Background: an optimization exercise with open tools, aiming at small area. Do not read the settings as production practice.
Function was checked by simulation only, so behaviour that the tests miss may differ from the original.
Power and IR drop assume default switching activity.

## my_chip
module my_chip (
    input  logic [11:0] io_in,
    output logic [11:0] io_out,
    input  logic clock,
    input  logic reset
);
Size in the first run: about 480 cells after synthesis, ~26 I/O pins, roughly 0.0045 mm² of cells after synthesis.
export LEC_CHECK = 0
export CAP_MARGIN = 20
export CORE_MARGIN = 2
export CORE_UTILIZATION = 40
export SLEW_MARGIN = 20
create_clock -name core_clock -period 10.0 [get_ports {clock}]
standard.sh (not shown) runs the stock make flow with config.mk's settings and CLKGATE_MAP_FILE= SYNTH_SCRIPT=/design/flow/synth_recipe.tcl, a recipe that flattens the netlist after the stock synthesis.
==> flow/flow/run.sh <==
#!/bin/bash
# Layout flow: the standard ORFS flow (standard.sh) with three changes:
#  - synthesis maps logic with an area-oriented ABC script (flow/abc.script) in
#    place of ORFS's abc_speed.script; everything else in ORFS's scripts is unchanged
#  - no half/full adder extraction before ABC (ADDER_MAP_FILE empty)
#  - clock tree synthesis without dummy load cells, using clkbuf_8 buffers
#  - port buffers are inserted as buf_1
set -euo pipefail
rm -rf scripts_mod
cp -r "$FLOW_HOME/scripts" scripts_mod
cp flow/abc.script scripts_mod/abc_speed.script
export SCRIPTS_DIR="$PWD/scripts_mod"
export ADDER_MAP_FILE=
export CTS_ARGS="-sink_clustering_enable -repair_clock_nets -dont_use_dummy_load -buf_list sky130_fd_sc_hd__clkbuf_8 -sink_clustering_size 30 -sink_clustering_max_diameter 100"
export BUFFER_PORTS_ARGS="-buffer_cell sky130_fd_sc_hd__buf_1"
bash standard.sh > standard.log 2>&1
==> flow/flow/abc.script <==
strash
dc2
balance; rewrite; refactor; balance; rewrite; rewrite -z; balance; refactor -z; rewrite -z; balance
dc2
balance; rewrite; refactor; balance; rewrite; rewrite -z; balance; refactor -z; rewrite -z; balance
&get -n
&dch -f
&nf -R 1000 -p
&put
topo
Then changed:
--- a/flow/design.v
+++ b/flow/design.v
@@ -31,19 +31,28 @@
   debounce d0 (.clock(clock), .reset(reset), .btn(btn[0]), .press(confirm));
   debounce d1 (.clock(clock), .reset(reset), .btn(btn[1]), .press(clear));
   debounce d2 (.clock(clock), .reset(reset), .btn(btn[2]), .press(asel_p));
   debounce d3 (.clock(clock), .reset(reset), .btn(btn[3]), .press(e0));
   debounce d4 (.clock(clock), .reset(reset), .btn(btn[4]), .press(e1));
   typedef enum logic [2:0] {IDLE = 3'b000, TIMEOUT = 3'b001, INPUT = 3'b010, VERIFY = 3'b011,
                             PASS = 3'b100, FAIL = 3'b101, LOCK = 3'b110, ALGO = 3'b111} state_t;
   state_t st, st_n;
+  logic rst_pending;
+  always_ff @(posedge clock or posedge reset) begin
+    if (reset) rst_pending <= 1'b1;
+    else rst_pending <= 1'b0;
+  end
   logic [14:0] p, p_n;
   logic [5:0] s, s_n;
   logic p_end, p_zero, clr;
+  always_ff @(posedge clock) begin
+    p <= p_n;
+    s <= s_n;
+  end
   assign p_end = (p == 15'h77b9);
   assign p_zero = (p == 15'h0000);
   logic chg, chg_n;
   logic [1:0] wr, wr_n;
   logic [2:0] alg, alg_n;
   logic [5:0] otp;
   logic [11:0] ref_pw;
   logic [5:0] o;
@@ -161,17 +170,17 @@
         ref_pw[9] = (o[3] & o[4] & o[5]);
         ref_pw[10] = 1'b0;
         ref_pw[11] = 1'b0;
       end
     endcase
   end
   logic end6, endl, tmo, any_entry;
   assign end6 = s[2] & s[1] & p_zero;            
-  assign tmo = s[5] & s[4] & s[3] & s[1] & s[0] & p_end;   
+  assign tmo = ~rst_pending & s[5] & s[4] & s[3] & s[1] & s[0] & p_end;   
   always_comb begin
     case (wr)
       2'd1: endl = (s[3:0] == 4'hF) & p_zero;     
       2'd2: endl = (s[4:1] == 4'hF) & p_zero;     
       default: endl = (s[5:2] == 4'hF) & p_zero;  
     endcase
   end
   assign any_entry = asel_p | e0 | e1;
@@ -208,22 +217,25 @@
         else if (e0) alg_n = {alg[1:0], 1'b0};
         else if (e1) alg_n = {alg[1:0], 1'b1};
       end
       FAIL: if (end6) begin st_n = LOCK; chg_n = 1'b1; clr = 1'b1; end
       LOCK: if (endl) begin st_n = IDLE; chg_n = 1'b1; clr = 1'b1; end
     endcase
   end
   always_comb begin
-    if (st == IDLE && !tmo && any_entry) s_n = {asel_p, 5'd0};
+    if (rst_pending) s_n = 6'd0;
+    else if (st == IDLE && !tmo && any_entry) s_n = {asel_p, 5'd0};
     else if (st == INPUT || st == VERIFY) s_n = {s[5], 5'd0};
     else if (clr) s_n = 6'd0;
     else if (p_end) s_n = s + 6'd1;
     else s_n = s;
-    if (st == INPUT) begin
+    if (rst_pending) begin
+      p_n = 15'h0001;   
+    end else if (st == INPUT) begin
       if (confirm) p_n = p;
       else if (clear) p_n = 15'h0000;
       else if (e0) p_n = {p[13:0], 1'b0};
       else if (e1) p_n = {p[13:0], 1'b1};
       else p_n = p;
     end else if (st == IDLE && !tmo && any_entry) begin
       p_n = {14'b0, ~asel_p & ~e0};
     end else if (clr | p_end) begin
@@ -233,26 +245,22 @@
     end
   end
   always_ff @(posedge clock or posedge reset) begin
     if (reset) begin
       st <= IDLE;
       chg <= 1'b0;
       wr <= 2'd0;
       alg <= 3'd0;
-      p <= 15'h0000;
-      s <= 6'd0;
       otp <= 6'b101101;
     end else begin
       st <= st_n;
       chg <= chg_n;
       wr <= wr_n;
       alg <= alg_n;
-      p <= p_n;
-      s <= s_n;
       if (chg) otp <= {otp[4:0], otp[5] ^ otp[3]};
     end
   end
   always_ff @(posedge clock or posedge reset) begin
     if (reset) led <= 6'b0;
     else case (st)
       PASS: led <= 6'b111111;
       ALGO: led <= {3'b0, alg};
The changed run finished clean; setup slack loses 0.13 ns; synthesized cell count increases by 2.7%; combinational power shrinks by 85%; first-iteration DRC count rises by 18%; via count rose by 2.7%; clock power hardly moves; utilization is lower by 0.13 points.

---

JK:
Another version of the RTL of my_chip (not shown whole).
Size in the first run: roughly 94 flip-flops, about 26 I/O pins.
Settings: LEC_CHECK=0, CAP_MARGIN=20, CORE_MARGIN=2, CORE_UTILIZATION=40, SLEW_MARGIN=20; clock period 10.0 ns.
==> flow/flow/run.sh <==
#!/bin/bash
# Layout flow: the standard ORFS flow (standard.sh) with these changes:
#  - synthesis maps logic with an area-oriented ABC script (flow/abc.script,
#    which includes a time-limited &deepsyn) in place of ORFS's abc_speed.script;
#    everything else in ORFS's scripts is unchanged
#  - no half/full adder extraction before ABC (ADDER_MAP_FILE empty)
#  - clock tree synthesis without dummy load cells, using clkbuf_8 buffers
#  - port buffers are inserted as buf_1
#  - one tie cell drives all constant outputs (SKIP_REPAIR_TIE_FANOUT)
# Each tool's output is in standard.log and in ORFS's logs under orfs/logs.
set -euo pipefail
rm -rf scripts_mod
cp -r "$FLOW_HOME/scripts" scripts_mod
cp flow/abc.script scripts_mod/abc_speed.script
export SCRIPTS_DIR="$PWD/scripts_mod"
export ADDER_MAP_FILE=
export CTS_ARGS="-sink_clustering_enable -repair_clock_nets -dont_use_dummy_load -buf_list sky130_fd_sc_hd__clkbuf_8 -sink_clustering_size 30 -sink_clustering_max_diameter 100"
export SKIP_REPAIR_TIE_FANOUT=1
export BUFFER_PORTS_ARGS="-buffer_cell sky130_fd_sc_hd__buf_1"
bash standard.sh > standard.log 2>&1
==> flow/flow/abc.script <==
strash
dc2
balance; rewrite; refactor; balance; rewrite; rewrite -z; balance; refactor -z; rewrite -z; balance
&get -n
&deepsyn -T 200
&dch -f
&nf -R 1000 -p
&put
topo
JK has completed all stages; timing, DRC and antenna checks passed.
Input-level comparison between MS and JK:
--- a/flow/design.v
+++ b/flow/design.v
@@ -222,24 +222,34 @@
         else if (e1) alg_n = {alg[1:0], 1'b1};
       end
       FAIL: if (end6) begin st_n = LOCK; chg_n = 1'b1; clr = 1'b1; end
       LOCK: if (endl) begin st_n = IDLE; chg_n = 1'b1; clr = 1'b1; end
     endcase
   end
-  logic t_load, t_shin, t_hold, t_cnt;
-  assign t_load = (st == IDLE) & ~tmo & any_entry;               
-  assign t_shin = (st == INPUT) & ~confirm & ~clear & (e0 | e1);   
-  assign t_hold = (st == INPUT) & (confirm | ~(clear | e0 | e1));
-  assign t_cnt = ~rst_pending & ~clr & ~p_end;                    
-  always_comb begin
-    s_n[4:0] = (~rst_pending & ~clr) ? s[4:0] + {4'd0, p_end} : 5'd0;
-    s_n[5] = (~rst_pending & ~clr) ? s[5] ^ (p_end & (&s[4:0]))
-             : (t_load & asel_p) | (~rst_pending & (st == INPUT || st == VERIFY) & s[5]);
-    p_n[14:1] = ({14{t_shin | t_cnt}} & p[13:0]) | ({14{t_hold}} & p[14:1]);
-    p_n[0] = (t_shin & ~e0) | (t_cnt & ~(p[14] ^ p[13])) | (t_hold & p[0]) | rst_pending
-             | (t_load & ~asel_p & ~e0);
+  always_comb begin
+    if (rst_pending) s_n = 6'd0;
+    else if (st == IDLE && !tmo && any_entry) s_n = {asel_p, 5'd0};
+    else if (st == INPUT || st == VERIFY) s_n = {s[5], 5'd0};
+    else if (clr) s_n = 6'd0;
+    else if (p_end) s_n = s + 6'd1;
+    else s_n = s;
+    if (rst_pending) begin
+      p_n = 15'h0001;   
+    end else if (st == INPUT) begin
+      if (confirm) p_n = p;
+      else if (clear) p_n = 15'h0000;
+      else if (e0) p_n = {p[13:0], 1'b0};
+      else if (e1) p_n = {p[13:0], 1'b1};
+      else p_n = p;
+    end else if (st == IDLE && !tmo && any_entry) begin
+      p_n = {14'b0, ~asel_p & ~e0};
+    end else if (clr | p_end) begin
+      p_n = 15'h0000;
+    end else begin
+      p_n = {p[13:0], ~(p[14] ^ p[13])};
+    end
   end
   always_ff @(posedge clock or posedge reset) begin
     if (reset) begin
       st <= IDLE;
       chg <= 1'b0;
       wr <= 2'd0;
--- outcome ---
- MS | status: complete | timing, DRC, antenna: pass
- MS: sequential area share after synthesis is 0.27 points higher than what JK reported.
- Changes observed in MS relative to JK: wire length rose 2.7%, wire length of the first global-routing pass rose about 3%, number of distinct standard cells referenced by the synthesized netlist rose 3, via count of the routed design rose about 1.6%, maximum frequency fell 0.30%.
- NOTE number of instances in the synthesized netlist JK->MS increased slightly
- Against JK, MS reports a cell count that is higher.
- There was hardly any difference in cell area after layout between MS and JK.

[separate check: timing with driven ports]
How much do the figures lean on ideal ports? The routed layouts below were timed once more, with nothing changed but the port constraints. Step 1: set_driving_cell puts a clkbuf_16 on clock and a buf_2 on each other input, an assumption about the parent block. Step 2 also shifts input and output timing later by t, the mid clock arrival at the registers, as if the neighbouring blocks saw the same clock. a / b / c = no drivers / after step 1 / after step 2; a / b = the first two.
run	t (ns)	setup slack, ns	slew at the worst register clock pin (ns)	worst data-port slew with drivers (ns)
the first run of note 1	0.367	6.416 / 6.416 / 6.416	0.08 / 0.08	0.03
the second run of note 1	0.386	6.290 / 6.290 / 6.290	0.09 / 0.09	0.03
JK	0.376	6.246 / 6.246 / 6.246	0.09 / 0.09	0.03
MS	0.370	6.234 / 6.234 / 6.234	0.10 / 0.10	0.03
After both steps every run listed still meets setup and hold.
